Source: an optimization exercise on an open RTL-to-GDS flow (aim: small area). Production flows keep margins and buffers that such runs may drop.
In this exercise RTL edits were held to simulation tests only and were not proved equivalent to the original.

==> flow/design.v (excerpt) <==
module pulse_arrays #(
    parameter   WIDTH_left     =   8,
    parameter   WIDTH_up       =   8,
    parameter   WIDTH_out      =   16,
    parameter   Mritx_M   =   4,
    parameter   Mritx_N   =   4,
    parameter   Mritx_L   =   4,
    parameter   Mritx_LOG2_size  =   10
)(
    input   clk,
    input   rst,
    input   wire    valid_left,
    input   wire    valid_up,
    input   wire  [31:0]   left,
    input   wire  [31:0]   up,
    output  reg     ready,
    output  wire  [63:0]   product
);
reg  [4:0] cnt;      
reg        nfirst;   
reg        last;     
always @(posedge clk) begin
    if (!rst) begin
        cnt   <= 5'd0;
        ready <= 1'b0;
        nfirst <= 1'b1;
        last   <= 1'b0;
    end else begin
        nfirst <= (cnt[1:0] != 2'd2);
        last   <= (cnt[1:0] == 2'd1);
        if (cnt == 5'd0) begin
            ready <= 1'b1;
            if (valid_left & valid_up)
                cnt <= 5'd1;
        end else begin
            ready <= (cnt == 5'd24);
            cnt   <= (cnt == 5'd24) ? 5'd0 : cnt + 5'd1;
        end
    end
end
reg  [7:0] b [0:15];
integer n;
always @(posedge clk) begin
    for (n = 1; n < 16; n = n + 1)
        if (n % 4 != 0) b[n] <= b[n-1];
    b[0]  <= valid_up ? up[7:0]   : b[15];
    b[4]  <= valid_up ? up[15:8]  : b[3];
    b[8]  <= valid_up ? up[23:16] : b[7];
    b[12] <= valid_up ? up[31:24] : b[11];
end
reg  [9:1] t;
wire [9:1] t_next;
wire [8:1] tc;
pulse_arrays_ha t1 (.a(b[1][1]), .b(b[1][0]), .s(t_next[1]), .co(tc[1]));
genvar x;
generate
    for (x = 2; x < 8; x = x + 1) begin : t3
        pulse_arrays_fa f (.a(b[1][x]), .b(b[1][x-1]), .c(tc[x-1]), .s(t_next[x]), .co(tc[x]));
    end
endgenerate
pulse_arrays_ha t8 (.a(b[1][7]), .b(tc[7]), .s(t_next[8]), .co(t_next[9]));
always @(posedge clk)
    t <= t_next;
reg  [7:0]  a0 [0:3], a1 [0:3], a2 [0:3], a3 [0:3];
reg  [15:0] acc [0:3];
reg  [15:0] r0 [0:3], r1 [0:3], r2 [0:3];
wire [15:0] sum [0:3];
genvar i;
generate
  ...
export LEC_CHECK = 0
export CAP_MARGIN = 20
export CORE_MARGIN = 2
export CORE_UTILIZATION = 60
export PLACE_DENSITY = 0.75
export SLEW_MARGIN = 20
export SYNTH_HIERARCHICAL = 1
create_clock -name core_clock -period 5.0 [get_ports {clk}]
standard.sh (not shown) runs the stock make flow with config.mk's settings and CLKGATE_MAP_FILE= SYNTH_SCRIPT=/design/flow/synth_recipe.tcl, a recipe that flattens the netlist after the stock synthesis.
==> flow/flow/run.sh <==
#!/bin/bash
# The standard layout flow, with two changes:
# - the buffers that buffer_ports puts on every input and output port are the
#   smallest buffer cell (buf_1) instead of the cell buffer_ports picks;
# - clock tree synthesis inserts no dummy loads (its other arguments are the
#   ones the standard flow derives from config.mk).
set -euo pipefail
export BUFFER_PORTS_ARGS="-buffer_cell sky130_fd_sc_hd__buf_1"
export CTS_ARGS="-sink_clustering_enable -repair_clock_nets -sink_clustering_size 10 -sink_clustering_max_diameter 50 -buf_list sky130_fd_sc_hd__clkbuf_4 -dont_use_dummy_load"
bash standard.sh finish > standard.log 2>&1
The baseline went through all stages and came out clean.
Then changed:
--- a/flow/flow/run.sh
+++ b/flow/flow/run.sh
@@ -9 +9 @@
-export CTS_ARGS="-sink_clustering_enable -repair_clock_nets -sink_clustering_size 10 -sink_clustering_max_diameter 50 -buf_list sky130_fd_sc_hd__clkbuf_4 -dont_use_dummy_load"
+export CTS_ARGS="-sink_clustering_enable -repair_clock_nets -sink_clustering_size 12 -sink_clustering_max_diameter 45 -buf_list sky130_fd_sc_hd__clkbuf_4 -dont_use_dummy_load"
The changed run ran to the end with no violations.
Worst hold slack improves by 87 ps.
Sequential cell count does not change.
Worst setup slack degrades by 27 ps.
Global-route usage falls by 0.16 points.
Then changed:
--- a/flow/flow/run.sh
+++ b/flow/flow/run.sh
@@ -9 +9 @@
-export CTS_ARGS="-sink_clustering_enable -repair_clock_nets -sink_clustering_size 12 -sink_clustering_max_diameter 45 -buf_list sky130_fd_sc_hd__clkbuf_4 -dont_use_dummy_load"
+export CTS_ARGS="-sink_clustering_enable -repair_clock_nets -sink_clustering_size 12 -sink_clustering_max_diameter 60 -buf_list sky130_fd_sc_hd__clkbuf_4 -dont_use_dummy_load"
After rerunning: The changed run ran to the end with no violations; worst hold slack got worse by 51 ps; global-route usage barely changes; clock-buffer cell count fell by 3; non-clock buffer count stays the same; via count is about the same; routed wire length rose by 0.39%; first-iteration DRC count rose by 10%; maximum frequency rose by 0.93%; cell area barely changes; flip-flop and latch count does not change.
Then changed:
--- a/flow/flow/run.sh
+++ b/flow/flow/run.sh
@@ -9 +9 @@
-export CTS_ARGS="-sink_clustering_enable -repair_clock_nets -sink_clustering_size 12 -sink_clustering_max_diameter 60 -buf_list sky130_fd_sc_hd__clkbuf_4 -dont_use_dummy_load"
+export CTS_ARGS="-sink_clustering_enable -repair_clock_nets -sink_clustering_size 10 -sink_clustering_max_diameter 50 -buf_list sky130_fd_sc_hd__clkbuf_4 -dont_use_dummy_load"
CORE_UTILIZATION = 50   (was 60)
PLACE_DENSITY = 0.65   (was 0.75)
Effect: The changed run ran to the end with no violations; flip-flop and latch count does not change; hold slack improved by 47 ps; global-route usage came out lower by 2.7 points; utilization came out lower by 11 points; wire length rose by 2.5%; worst setup slack degrades by 34 ps; sequential share of layout area is lower by 0.51 points.
Then changed:
--- a/flow/flow/run.sh
+++ b/flow/flow/run.sh
@@ -2 +2 @@
-# The standard layout flow, with two changes:
+# The standard layout flow (bash standard.sh), with two changes:
@@ -5,2 +5,2 @@
-# - clock tree synthesis inserts no dummy loads (its other arguments are the
-#   ones the standard flow derives from config.mk).
+# - clock tree synthesis builds the tree from clkbuf_4 with sink clusters of
+#   at most 10 sinks and 50 um, and inserts no dummy loads.
CORE_UTILIZATION = 60   (was 50)
GPL_TIMING_DRIVEN = 0   (was not set)
PLACE_DENSITY = 0.75   (was 0.65)
Clock skew went up by 50 ps. Wire length fell slightly. Global-route usage rises by 2.6 points. Worst setup slack gets worse by 13 ps. Via count climbs slightly. Design area is lower slightly. Non-clock buffer count falls by 17. Maximum frequency barely changes.

static timing again, ports no longer ideal:
In the flow no input, the clock included, has a driving cell. The finished layouts below were timed again as built, in two steps.
Step 1, drivers: a clkbuf_16 drives clk and a buf_2 each remaining input, both assumed.
Step 2 times the ports against the registers' clock, not the clock port: input delays grow and output delays shrink by t, the midpoint of the rising clock arrivals with the driver on.
a / b / c = no drivers / after step 1 / after step 2; a / b = the first two.
run | t (ns) | setup slack, ns | worst register clock-pin slew, ns
the first run | 0.764 | 0.246 / 0.246 / 0.246 | 0.11 / 0.11
the second run | 0.746 | 0.220 / 0.220 / 0.220 | 0.12 / 0.12
the third run | 0.743 | 0.264 / 0.264 / 0.264 | 0.12 / 0.12
the fourth run | 0.776 | 0.229 / 0.229 / 0.229 | 0.11 / 0.11
the fifth run | 0.760 | 0.217 / 0.217 / 0.217 | 0.11 / 0.11
After both steps setup and hold are still met in every run listed.
